Source: an optimization exercise on an open RTL-to-GDS flow (aim: small area, a short achievable clock period and few clock cycles per item). Production flows keep margins and buffers that such runs may drop.
Where RTL was checked, it was by simulation tests only, not by an equivalence proof against the original.

==> flow/design.v (excerpt) <==
module exponential(input clk, rst, start, input [15:0] x,
                   output done, output [1:0] intpart, output [15:0] fracpart);
export LEC_CHECK = 0
export CAP_MARGIN = 20
export CORE_MARGIN = 2
export CORE_UTILIZATION = 60
export SETUP_SLACK_MARGIN = 3.45
export SLEW_MARGIN = 20
create_clock -name core_clock -period 9.0 [get_ports {clk}]
run.sh (not shown) runs the stock make flow with config.mk's settings and CLKGATE_MAP_FILE= SYNTH_SCRIPT=/design/flow/synth_recipe.tcl, a recipe that flattens the netlist after the stock synthesis.
Testbench counts at the start, summed over its fixed seeds: cycles 72,000, items 8,000.
Change:
ABC_CLOCK_PERIOD_IN_PS = 4000   (was unset)
CORE_UTILIZATION = 40   (was 60)
SETUP_SLACK_MARGIN = 3   (was 3.45)
Effect:
- non-clock buffer count came out lower by 33
- utilization came out lower by 25 points
- synthesized area does not change
- clock-buffer cell count came out lower by 1
- global-route usage came out lower by 10 points
- register-to-register slack got worse by 300 ps
- setup slack got worse by 300 ps
- design area came out lower by 3.2%
- routed wire length came out higher by 1.9%
- sequential share of layout area barely changes
- fmax came out lower by 5.2%
Change:
ABC_CLOCK_PERIOD_IN_PS = unset   (was 4000)
CAP_MARGIN = 10   (was 20)
CORE_UTILIZATION = 65   (was 40)
SETUP_SLACK_MARGIN = 3.3   (was 3)
SLEW_MARGIN = 10   (was 20)
Routed wire length goes down by 4.9%. Worst setup slack gets better by 210 ps. Area after synthesis is unchanged. Die area goes down by 38%. Sequential cell count is unchanged. Final area is about the same. Global-route usage goes up by 13 points. Non-clock buffer count goes up by 6.

---

== build 15 ==
Starting RTL as in the previous note.
make LEC_CHECK=0 CAP_MARGIN=20 CORE_MARGIN=2 CORE_UTILIZATION=40 SETUP_SLACK_MARGIN=3.6 SLEW_MARGIN=20 finish   # period 9.0 ns
Per the final summary, build 15 finished and its layout is clean on timing, DRC and antenna.
Testbench counts of build 15, summed over its fixed seeds: cycles 72,000, items 8,000.
Input changes introduced in build 51 (baseline for comparison: build 15):
diff --git a/flow/config.mk b/flow/config.mk
--- a/flow/config.mk
+++ b/flow/config.mk
@@ -7,6 +7,6 @@
 export LEC_CHECK = 0
-export CAP_MARGIN = 20
+export CAP_MARGIN = 10
 export CORE_MARGIN = 2
-export CORE_UTILIZATION = 40
-export SETUP_SLACK_MARGIN = 3.6
-export SLEW_MARGIN = 20
+export CORE_UTILIZATION = 55
+export SETUP_SLACK_MARGIN = 3.3
+export SLEW_MARGIN = 10
--- outcome ---
Against build 15, first-iteration DRC count in build 51 came out worse.
Going from build 15 to build 51, final period demand of the worst path grew by 0.17 ns, die area has decreased, proportion of cell area occupied by multi-input gates picked up an extra 2.8 points.
Measured against each other, build 51 and build 15 differ in via count, the lower figure coming from build 51.
The higher detailed-route vias per instance came out of build 51.
Taking build 15 as the reference, in build 51 area used by sequential logic in the layout lost 0.60%; maximum cell stage delay along the critical path lost 0.08 ns.
The inputs of build 81 differ from those of build 51 as listed below.
diff --git a/flow/config.mk b/flow/config.mk
--- a/flow/config.mk
+++ b/flow/config.mk
@@ -7,6 +7,6 @@
 export LEC_CHECK = 0
-export CAP_MARGIN = 10
+export CAP_MARGIN = 20
 export CORE_MARGIN = 2
-export CORE_UTILIZATION = 55
-export SETUP_SLACK_MARGIN = 3.3
-export SLEW_MARGIN = 10
+export CORE_UTILIZATION = 40
+export SETUP_SLACK_MARGIN = 3
+export SLEW_MARGIN = 20
Results
Cell count sits higher in build 81 than in build 51.
Total non-filler cell area in the finished layout of build 81 falls short of that of build 51 slightly.
Build 81: flow completed, timing, DRC and antenna clean
Compare build 51 and build 81 | combined area of the multi-input logic cells higher: build 51
The final critical delay including setup and external delays reported for build 81 is greater than that of build 51 by 0.29 ns.
Summary of build 81 over build 51: clock-buffer cell count has decreased; met1 routing resource usage after global routing decreased 12 points.
For build 73, these inputs were changed with respect to build 81:
diff --git a/flow/config.mk b/flow/config.mk
--- a/flow/config.mk
+++ b/flow/config.mk
@@ -9,4 +9,4 @@
 export CORE_MARGIN = 2
-export CORE_UTILIZATION = 40
-export SETUP_SLACK_MARGIN = 3
+export CORE_UTILIZATION = 55
+export SETUP_SLACK_MARGIN = 3.4
 export SLEW_MARGIN = 20
Notes after the runs:
- Measured against build 81, the total instance count after detailed placement of build 73 comes out at 0.931 times the reference value.
- Fraction of synthesized cell area in xor and xnor cells: build 81 vs build 73 identical
- In build 73, the via count came out 2.0% above the value in build 81.

---

exponential, a different RTL version from the one above (not shown whole).
Size in the first run: roughly 1,200 cells after synthesis, ~67 flip-flops, about 38 I/O pins, ~0.010 mm2 of cells after synthesis.
clock: 9.0 ns
lec_check: 0
cap_margin: 20
core_margin: 2
core_utilization: 40
setup_slack_margin: 3
slew_margin: 20
Then changed:
Settings changed: CORE_UTILIZATION 40 to 65.
What happened: Non-clock buffer count went down by 9. Cell area went down by 2.1%. Maximum frequency went up by 0.62%. Clock skew went down by 0.0060 ns. First-iteration DRC count went up by 46%. Global-route usage went up by 12 points.
No functional check of the RTL was part of any run of this note.

---

Another version of the RTL of exponential (not shown whole).
Size: ~1200 cells after synthesis, roughly 66 flip-flops.
Settings: LEC_CHECK=0, CAP_MARGIN=20, CORE_MARGIN=2, CORE_UTILIZATION=40, SLEW_MARGIN=20; clock period 9.0 ns.
Then changed:
--- a/flow/config.mk
+++ b/flow/config.mk
@@ -9,3 +9,4 @@
 export CORE_MARGIN = 2
 export CORE_UTILIZATION = 40
+export SETUP_SLACK_MARGIN = 2.5
 export SLEW_MARGIN = 20
Hold slack barely changes.
Wire length went up by 1.0%.
Synthesized cell count stays the same.
Register-to-register slack gets better by 0.96 ns.
Sequential share of layout area decreases by 0.25 points.
Setup slack improves by 0.96 ns.
No run of this note included a check of the RTL's function; only the layout flow was run.

[static timing again, ports no longer ideal]
The results above use ideal ports. As a check the final layouts listed here were re-extracted and re-timed, cells and wires unchanged. Step 1, drivers: a clkbuf_16 drives clk and a buf_2 each remaining input, both assumed. Step 2 moves the port delays by t, midway between the first and last clock arrival at a register: inputs arrive t later, outputs are due t later. That takes back most of the time a late clock gives input paths. a / b / c = ideal / step 1 / step 2; a / b = the first two.
run	shift t [ns]	setup slack, ns	worst hold slack (ns)	worst data-port slew with drivers (ns)
the first run of note 1	0.387	3.574 / 3.574 / 3.574	0.378 / 0.378 / 0.378	0.03
the second run of note 1	0.387	3.275 / 3.275 / 3.275	0.379 / 0.379 / 0.379	0.03
the third run of note 1	0.373	3.480 / 3.480 / 3.480	0.381 / 0.381 / 0.381	0.03
build 15	0.393	3.732 / 3.732 / 3.732	0.373 / 0.373 / 0.373	0.04
build 51	0.373	3.567 / 3.549 / 3.567	0.381 / 0.381 / 0.381	0.03
build 81	0.387	3.275 / 3.275 / 3.275	0.379 / 0.379 / 0.379	0.03
build 73	0.380	3.532 / 3.532 / 3.532	0.380 / 0.380 / 0.380	0.03
the first run of note 3	0.358	3.205 / 3.168 / 3.348	0.368 / 0.368 / 0.368	0.04
the second run of note 3	0.372	3.241 / 3.241 / 3.241	0.378 / 0.378 / 0.378	0.03
the first run of note 4	0.371	1.845 / 1.845 / 1.845	0.377 / 0.377 / 0.377	0.03
the second run of note 4	0.372	2.801 / 2.801 / 2.801	0.379 / 0.379 / 0.379	0.03
After both steps setup and hold are still met in every run listed.
